This is an optimization exercise on Yosys and OpenROAD, whose aim is small area, not a production implementation. Only simulation tests tie the RTL to the original design; equivalence was not proved.

## v6
// FIR
module FIR (input wire clk, input wire rst, input wire data_i_en, input wire [24:0] data_i,
  output wire data_o_en, output wire [24:0] data_o);
For scale: ~3300 cells after synthesis, ~54 I/O pins, roughly 68000 sq um of cells after synthesis.
make LEC_CHECK=0 CAP_MARGIN=20 CORE_MARGIN=2 CORE_UTILIZATION=65 CTS_BUF_LIST='sky130_fd_sc_hd__clkbuf_8 sky130_fd_sc_hd__clkbuf_16' CTS_CLUSTER_DIAMETER=90 CTS_CLUSTER_SIZE=24 SLEW_MARGIN=20 SYNTH_HIERARCHICAL=1 SYNTH_MINIMUM_KEEP_SIZE=0 finish   # period 8.0 ns
run.sh (not shown) runs the stock make flow with config.mk's settings and CLKGATE_MAP_FILE= SYNTH_SCRIPT=/design/flow/synth_recipe.tcl, a recipe that flattens the netlist after the stock synthesis.
Inputs modified between v6 and v7:
- GPL_TIMING_DRIVEN now 0, previously not set
Results
- Going from v6 to v7, length of routed wiring on met1 lower, wire length moved down, final cell area excluding filler cells flat, number of non-clock buffers went down 12, setup slack of the worst register-to-register path now sits lower.


FIR, a different RTL version from the one above (not shown whole).
For scale: ~3300 cells after synthesis, ~1100 flip-flops, roughly 54 I/O pins, ~68000 um2 of cells after synthesis.
export LEC_CHECK = 0
export CAP_MARGIN = 5
export CORE_MARGIN = 2
export CORE_UTILIZATION = 75
export CTS_BUF_LIST = sky130_fd_sc_hd__clkbuf_8 sky130_fd_sc_hd__clkbuf_16
export CTS_CLUSTER_DIAMETER = 150
export CTS_CLUSTER_SIZE = 24
export SLEW_MARGIN = 5
export SYNTH_HIERARCHICAL = 1
export SYNTH_MINIMUM_KEEP_SIZE = 0
create_clock -name core_clock -period 8.0 [get_ports {clk}]
The starting point finished with timing, DRC and antenna clean.
Then changed:
Settings changed: CAP_MARGIN 5 to 20, CTS_CLUSTER_DIAMETER 150 to 90, SLEW_MARGIN 5 to 20.
=> Global-route usage came out higher by 0.28 points. Setup slack gets better by 87 ps. First-iteration DRC count increases by 3.5%. Non-clock buffer count grows by 1.
Then changed:
Settings changed: CAP_MARGIN 20 to 10, CTS_CLUSTER_DIAMETER 90 to 150, SLEW_MARGIN 20 to 10.
Result: The new run went through all stages and came out clean. Hold slack is worse by 3.5 ps. Via count is about the same. Global-route usage fell by 0.28 points. Cell area stays flat. Clock-buffer cell count goes down by 4. Wire length falls by about 0.6%.
Then changed:
Settings changed: CAP_MARGIN 10 to 20, CORE_UTILIZATION 75 to 70, CTS_BUF_LIST sky130_fd_sc_hd__clkbuf_8 sky130_fd_sc_hd__clkbuf_16 to sky130_fd_sc_hd__clkbuf_16, CTS_CLUSTER_SIZE 24 to 26, SLEW_MARGIN 10 to 20.
Result:
- The changed run produced a clean layout
- final area is about the same
- worst hold slack is better by 5.4 ps
- wire length fell by 1.2%
- count of clock-buffer cells in the layout fell by 3


run 1:
FIR again, from the RTL that the note above started with.
export LEC_CHECK = 0
export CAP_MARGIN = 20
export CORE_MARGIN = 2
export CORE_UTILIZATION = 75
export CTS_BUF_LIST = sky130_fd_sc_hd__clkbuf_8 sky130_fd_sc_hd__clkbuf_16
export CTS_CLUSTER_DIAMETER = 250
export CTS_CLUSTER_SIZE = 24
export SLEW_MARGIN = 20
export SYNTH_HIERARCHICAL = 1
export SYNTH_MINIMUM_KEEP_SIZE = 0
create_clock -name core_clock -period 8.0 [get_ports {clk}]
What run 2 does differently from run 1 at the input level:
Settings: a change of CTS_CLUSTER_DIAMETER from 250 to 150.
--- outcome ---
- Layout overhead on the synthesized area across run 2 and run 1: no real change.
- As far as met3 layer usage reported by global route is concerned, run 2 and run 1 perform about the same.
- Run 2 falls short of run 1 in shortest period the worst path allows.
- [run 2 vs run 1] global-route wire length before repair: lower in run 2
For run 3, these inputs were changed with respect to run 2:
Settings: CORE_UTILIZATION: 75 -> 65; CTS_CLUSTER_SIZE: 24 -> 28; CTS_CLUSTER_DIAMETER: 150 -> 90.
Notes after the runs:
Core util | run 3 vs run 2 | run 3 lower. Run 3 finished all stages; the layout is clean. Run 3 — clock skew 23 ps higher, run 2 as reference. The initial antenna violation count of run 3 is higher than that of run 2.
Relative to run 3, the following input files were edited for run 4:
Settings: CTS_CLUSTER_DIAMETER changed from 90 to 60; CORE_UTILIZATION changed from 65 to 75; CTS_CLUSTER_SIZE changed from 28 to 12; CTS_BUF_LIST changed from sky130_fd_sc_hd__clkbuf_8 sky130_fd_sc_hd__clkbuf_16 to sky130_fd_sc_hd__clkbuf_4 sky130_fd_sc_hd__clkbuf_8.
==> notes.md <==
Between run 3 and run 4, the proportion of cell area occupied by multi-input gates figures differ only marginally.
Run 4 vs. run 3: final standard cell area without fillers neither gained nor lost much, final-layout non-clock buffer area share neither gained nor lost much, final instance count without filler cells lost about 3%.

[separate check: timing with driven ports]
In the flow no input, the clock included, has a driving cell. The finished layouts below were timed again as built, in two steps.
Step 1, drivers: a clkbuf_16 drives clk and a buf_2 each remaining input, both assumed.
Step 2 adds t to the input delays and takes it off the output delays; t is the mean of the earliest and latest rising clock arrival at the registers after step 1. Input paths then give back, and output paths get back, about the clock's delay inside the block.
a / b / c = no drivers / after step 1 / after step 2; a / b = the first two.
run | shift t [ns] | setup slack, ns | hold slack, ns | worst setup path after step 2 | worst register clock-pin slew, ns
v6 | 0.779 | 0.322 / 0.322 / 0.322 | 0.425 / 0.425 / 0.425 | register to register | 0.11 / 0.11
v7 | 0.764 | 0.139 / 0.139 / 0.139 | 0.417 / 0.417 / 0.417 | register to register | 0.10 / 0.10
the first run of note 2 | 0.734 | 0.203 / 0.203 / 0.203 | 0.420 / 0.420 / 0.420 | register to register | 0.11 / 0.11
the second run of note 2 | 0.756 | 0.290 / 0.290 / 0.290 | 0.424 / 0.424 / 0.424 | register to register | 0.11 / 0.11
the third run of note 2 | 0.734 | 0.203 / 0.203 / 0.203 | 0.420 / 0.420 / 0.420 | register to register | 0.11 / 0.11
the fourth run of note 2 | 0.748 | 0.261 / 0.261 / 0.261 | 0.425 / 0.425 / 0.425 | register to register | 0.12 / 0.12
run 1 | 0.758 | 0.290 / 0.290 / 0.290 | 0.424 / 0.424 / 0.424 | register to register | 0.12 / 0.12
run 2 | 0.734 | 0.203 / 0.203 / 0.203 | 0.420 / 0.420 / 0.420 | register to register | 0.11 / 0.11
run 3 | 0.766 | 0.165 / 0.165 / 0.165 | 0.429 / 0.429 / 0.429 | register to register | 0.12 / 0.12
run 4 | 0.887 | 0.289 / 0.289 / 0.289 | 0.417 / 0.417 / 0.417 | register to register | 0.10 / 0.10
After both steps every run listed still meets setup and hold.
